What follows belongs to an exercise in optimizing a design on an open flow for small area, a short achievable clock period and few clock cycles; a production flow would make more cautious choices.
At most, simulation tests tie the RTL to the original design; equivalence was not proved.

## top_mac
module top_mac(rst, clk, stf, x, a, n, s, eof, i, y);
	input rst, clk, stf;
	input [17:0] x;
	input [35:0] a;
	input [5:0] n;
	input [5:0] s;
	output eof;
	output [5:0] i;
	output [17:0] y;
	localparam [59:0] M1 = 60'h095ffffffffffff;
	reg eof_q, init_q;
	reg [5:0] i_q;
	reg [59:0] q0;
	wire [59:0] q1, d0, d1, r;
	wire en = ~eof_q | stf;
	wire keep = ~(eof_q & (stf | init_q));
	mult_generic mod_mult (.x(x), .a(a), .en(en), .keep(keep), .q0(q0), .q1(q1), .d0(d0), .d1(d1));
	always @(posedge clk)
		q0 <= d0;
	genvar g;
	generate
		for (g = 0; g < 60; g = g + 1) begin : acc1
			if (M1[g]) begin : ff
				reg b;
				always @(posedge clk)
					b <= d1[g];
				assign q1[g] = b;
			end else begin : zero
				assign q1[g] = 1'b0;
			end
		end
	endgenerate
	always @(posedge clk, posedge rst) begin
		if (rst) begin
			eof_q <= 1'b1;
			init_q <= 1'b1;
			i_q <= 6'd0;
		end else begin
			init_q <= 1'b0;
			if (eof_q) begin
				if (stf && n != 6'd0) begin
					eof_q <= 1'b0;
					i_q <= n;
				end
			end else if (i_q == 6'd1) begin
				eof_q <= 1'b1;
				i_q <= 6'd0;
			end else begin
				i_q <= i_q - 6'd1;
			end
		end
	end
	sum_generic mod_sum (.q(q0), .p(q1), .s(r));
	ajuste mod_ajuste (.r(r), .s(s), .y(y));
	assign eof = eof_q;
	assign i = i_q;
endmodule
Size in the first run: about 3200 cells after synthesis, ~94 I/O pins, about 27000 sq um of cells after synthesis.
Settings: LEC_CHECK=0, CAP_MARGIN=20, CORE_MARGIN=2, CORE_UTILIZATION=40, PLACE_DENSITY=0.45, SLEW_MARGIN=20; clock period 9.0 ns.
run.sh (not shown) runs the stock make flow with config.mk's settings and CLKGATE_MAP_FILE= SYNTH_SCRIPT=/design/flow/synth_recipe.tcl, a recipe that flattens the netlist after the stock synthesis.
Testbench counts at the start, summed over its fixed seeds: cycles 32,262.
Rerun with:
Settings changed: ABC_CLOCK_PERIOD_IN_PS set to 4500, SETUP_SLACK_MARGIN set to 4.0.
Result:
- The new run completed with no timing, DRC or antenna violations
- hold slack is worse by 0.0050 ns
- routed wire length went up by 15%
- non-clock buffer count went up by 228
- global-route usage went up by 2.7 points
- final area went up by 22%
- sequential cell count is unchanged
- synthesized area does not change
- setup slack is better by 1.3 ns

---

Another version of the RTL of top_mac (not shown whole).
Size in the first run: about 2400 cells after synthesis, ~94 I/O pins, about 21000 um2 of cells after synthesis.
export LEC_CHECK = 0
export ABC_AREA = 1
export CAP_MARGIN = 20
export CORE_MARGIN = 2
export CORE_UTILIZATION = 40
export PLACE_DENSITY = 0.45
export SETUP_SLACK_MARGIN = 3.6
export SLEW_MARGIN = 20
export TNS_END_PERCENT = 10
create_clock -name core_clock -period 9.0 [get_ports {clk}]
standard.sh (not shown) runs the stock make flow with config.mk's settings and CLKGATE_MAP_FILE= SYNTH_SCRIPT=/design/flow/synth_recipe.tcl, a recipe that flattens the netlist after the stock synthesis.
==> flow/flow/run.sh <==
#!/bin/bash
# Layout flow: the standard flow (standard.sh) with these changes:
#  - every input and output port is buffered by sky130_fd_sc_hd__buf_4 (then sized by the
#    resizer) instead of the buffer that buffer_ports picks by itself;
#  - after the standard synthesis, flow/polopt.py chooses the polarity of the full adders and
#    swaps simple gates for their complement cells to remove inverters (registers untouched);
#  - clock tree synthesis without dummy loads.
# Each step's output goes to a log file of its own in this folder.
set -euo pipefail
export BUFFER_PORTS_ARGS="-buffer_cell sky130_fd_sc_hd__buf_4"
export CTS_ARGS="-sink_clustering_enable -repair_clock_nets -dont_use_dummy_load"
R=orfs/results/${FLOW_PLATFORM:-sky130hd}/top_mac/base
LIB=$FLOW_HOME/platforms/sky130hd/lib/sky130_fd_sc_hd__tt_025C_1v80.lib
bash standard.sh synth > flow_synth.log 2>&1
cp $R/1_2_yosys.v standard_1_2_yosys.v
python3 flow/polopt.py $LIB standard_1_2_yosys.v $R/1_2_yosys.v > flow_polopt.log 2>&1
bash standard.sh do-1_synth > flow_synth_odb.log 2>&1
bash standard.sh > flow_layout.log 2>&1
Other scripts of this flow, unchanged in this note and not shown: flow/flow/polopt.py
Testbench counts at the start, summed over its fixed seeds: cycles 32,262.
Change:
--- a/flow/flow/run.sh
+++ b/flow/flow/run.sh
@@ -7 +7,2 @@
-#  - clock tree synthesis without dummy loads.
+#  - clock tree synthesis without dummy loads;
+#  - no second timing repair after global routing (the one after clock tree synthesis stays).
@@ -11,0 +13 @@
+export SKIP_INCREMENTAL_REPAIR=1
Outcome: The changed run completed with no timing, DRC or antenna violations. Utilization went down by 4.0 points. Clock-buffer cell count is unchanged. Wire length went down by a few percent. First-iteration DRC count went down by a few percent. Sequential share of layout area went up by 0.71 points. Hold slack degrades by 14 ps. Final area went down by a little under a tenth.

---

Another version of the RTL of top_mac (not shown whole).
For scale: roughly 2700 cells after synthesis, ~120 flip-flops, roughly 23000 sq um of cells after synthesis.
## top_mac
module top_mac(rst, clk, stf, x, a, n, s, eof, i, y);
	input rst, clk, stf;
	input [17:0] x;
	input [35:0] a;
	input [5:0] n;
	input [5:0] s;
	output eof;
	output [5:0] i;
	output [17:0] y;
	localparam [59:0] M1 = 60'h095ffffffffffff;
	reg busy_q, run_q;
	reg [5:0] i_q;
	reg [59:0] q0;
	wire [59:0] q1, d0, d1, r;
	wire en = busy_q | stf;
	wire keep = busy_q | (run_q & ~stf);
	mult_generic mod_mult (.x(x), .a(a), .en(en), .keep(keep), .q0(q0), .q1(q1), .d0(d0), .d1(d1));
	always @(posedge clk)
		q0 <= d0;
	genvar g;
	generate
		for (g = 0; g < 60; g = g + 1) begin : acc1
			if (M1[g]) begin : ff
				reg b;
				always @(posedge clk)
					b <= d1[g];
				assign q1[g] = b;
			end else begin : zero
				assign q1[g] = 1'b0;
			end
		end
	endgenerate
	always @(posedge clk, posedge rst) begin
		if (rst) begin
			busy_q <= 1'b0;
			run_q <= 1'b0;
			i_q <= 6'd0;
		end else begin
			run_q <= 1'b1;
			if (!busy_q) begin
				if (stf && n != 6'd0) begin
					busy_q <= 1'b1;
					i_q <= n;
				end
			end else if (i_q == 6'd1) begin
				busy_q <= 1'b0;
				i_q <= 6'd0;
			end else begin
				i_q <= i_q - 6'd1;
			end
		end
	end
  ...
export LEC_CHECK = 0
export ABC_CLOCK_PERIOD_IN_PS = 5000
export CAP_MARGIN = 20
export CORE_MARGIN = 2
export CORE_UTILIZATION = 60
export PLACE_DENSITY = 0.65
export SETUP_SLACK_MARGIN = 3.5
export SLEW_MARGIN = 20
create_clock -name core_clock -period 9.0 [get_ports {clk}]
==> flow/flow/run.sh <==
#!/bin/bash
# Layout flow: the standard flow, with every input and output port buffered by a
# sky130_fd_sc_hd__buf_4 (which the resizer may then size) instead of the buffer that
# buffer_ports picks by itself.
set -euo pipefail
export BUFFER_PORTS_ARGS="-buffer_cell sky130_fd_sc_hd__buf_4"
bash standard.sh > standard_flow.log 2>&1
Testbench counts at the start, summed over its fixed seeds: cycles 32,262.
Rerun with:
Settings changed: CORE_UTILIZATION 60 to 40, PLACE_DENSITY 0.65 to 0.45.
Effect:
- clock-buffer cell count came out higher by 2
- utilization is lower by 23 points
- design area is higher slightly
- via count fell by a few percent
- cell count rose by a little under a tenth
- global-route usage falls by 11 points
- sequential share of layout area is about the same
Rerun with:
Settings changed: ABC_AREA from default to 1, ABC_CLOCK_PERIOD_IN_PS 5000 to default.
What happened:
- maximum frequency rises by about a fifth
- clock skew barely changes
- area after synthesis falls by a few percent
- global-route usage falls by 0.17 points
- core utilization falls by 0.28 points
- sequential cell count is unchanged
- non-clock buffer count falls by 19

---

== P ==
top_mac, a different RTL version from the one above (not shown whole).
For scale: ~2,500 cells after synthesis, about 94 I/O pins, about 22,000 sq um of cells after synthesis.
export LEC_CHECK = 0
export ABC_AREA = 1
export CAP_MARGIN = 20
export CORE_MARGIN = 2
export CORE_UTILIZATION = 40
export PLACE_DENSITY = 0.45
export SETUP_SLACK_MARGIN = 3.6
export SLEW_MARGIN = 20
export TNS_END_PERCENT = 10
create_clock -name core_clock -period 9.0 [get_ports {clk}]
==> flow/flow/run.sh <==
#!/bin/bash
# Layout flow: the standard flow (standard.sh) with these changes:
#  - every input and output port is buffered by sky130_fd_sc_hd__buf_4 (then sized by the
#    resizer) instead of the buffer that buffer_ports picks by itself;
#  - after the standard synthesis, flow/polopt.py chooses the polarity of the full adders and
#    swaps simple gates for their complement cells to remove inverters (registers untouched);
#  - clock tree synthesis without dummy loads.
# Each step's output goes to a log file of its own in this folder.
set -euo pipefail
export BUFFER_PORTS_ARGS="-buffer_cell sky130_fd_sc_hd__buf_4"
export CTS_ARGS="-sink_clustering_enable -repair_clock_nets -dont_use_dummy_load"
R=orfs/results/${FLOW_PLATFORM:-sky130hd}/top_mac/base
LIB=$FLOW_HOME/platforms/sky130hd/lib/sky130_fd_sc_hd__tt_025C_1v80.lib
bash standard.sh synth > flow_synth.log 2>&1
cp $R/1_2_yosys.v standard_1_2_yosys.v
python3 flow/polopt.py $LIB standard_1_2_yosys.v $R/1_2_yosys.v > flow_polopt.log 2>&1
bash standard.sh do-1_synth > flow_synth_odb.log 2>&1
bash standard.sh > flow_layout.log 2>&1
Other scripts of this flow, unchanged in this note and not shown: flow/flow/polopt.py
P went all the way through synthesis, placement and routing and the layout is clean on timing, DRC and antenna.
Input changes introduced in Q (baseline for comparison: P):
- SETUP_SLACK_MARGIN: 3.6 -> 3.5
- TNS_END_PERCENT: 10 -> unset
Results
- Compared P against Q; delay of the slowest cell on the worst path within noise.
- Going from P to Q, global routing met3 resource utilization shrinks by 0.38 points.
- Looking at layout overhead on the synthesized area, Q sits 6.4 points higher than P does.
- Between P and Q, total vias in the final route is higher for Q, P comes in under that.
- Of the two candidates, P has the better aggregate routed wire length and Q the worse one.
- Of P and Q, the higher non-clock buffer count belongs to Q.
Function was not checked in any run of this note: the RTL went through the layout flow alone.

==> re-timing with driven ports <==
How much do the figures lean on ideal ports? The routed layouts below were timed once more, with nothing changed but the port constraints. Step 1, drivers: a clkbuf_16 drives clk and a buf_2 each remaining input, both assumed. Step 2 times the ports against the registers' clock, not the clock port: input delays grow and output delays shrink by t, the midpoint of the rising clock arrivals with the driver on. a / b / c = ideal / step 1 / step 2; a / b = the first two.
run | t (ns) | setup WS [ns] | worst register clock-pin slew, ns | pins driven straight from the clock port
the first run of note 1 | 0.540 | 1.170 / 1.102 / 1.642 | 0.07 / 0.07 | 1
the second run of note 1 | 0.547 | 2.429 / 2.359 / 2.515 | 0.08 / 0.08 | 1
the first run of note 2 | 0.449 | 3.486 / 3.425 / 3.076 | 0.08 / 0.08 | 1
the second run of note 2 | 0.444 | 3.445 / 3.444 / 3.043 | 0.08 / 0.08 | 1
the first run of note 3 | 0.524 | 2.762 / 2.699 / 2.779 | 0.07 / 0.07 | 1
the second run of note 3 | 0.546 | 2.726 / 2.656 / 2.772 | 0.07 / 0.07 | 1
the third run of note 3 | 0.550 | 3.527 / 3.534 / 3.009 | 0.07 / 0.07 | 1
P | 0.522 | 3.475 / 3.499 / 2.982 | 0.06 / 0.06 | 1
Q | 0.510 | 3.525 / 3.533 / 3.023 | 0.06 / 0.06 | 1
After both steps every run listed still meets setup and hold. For the third run of note 3, which loses most, drivers alone change the setup slack by +0.007 ns; drivers and shift together by -0.518 ns.
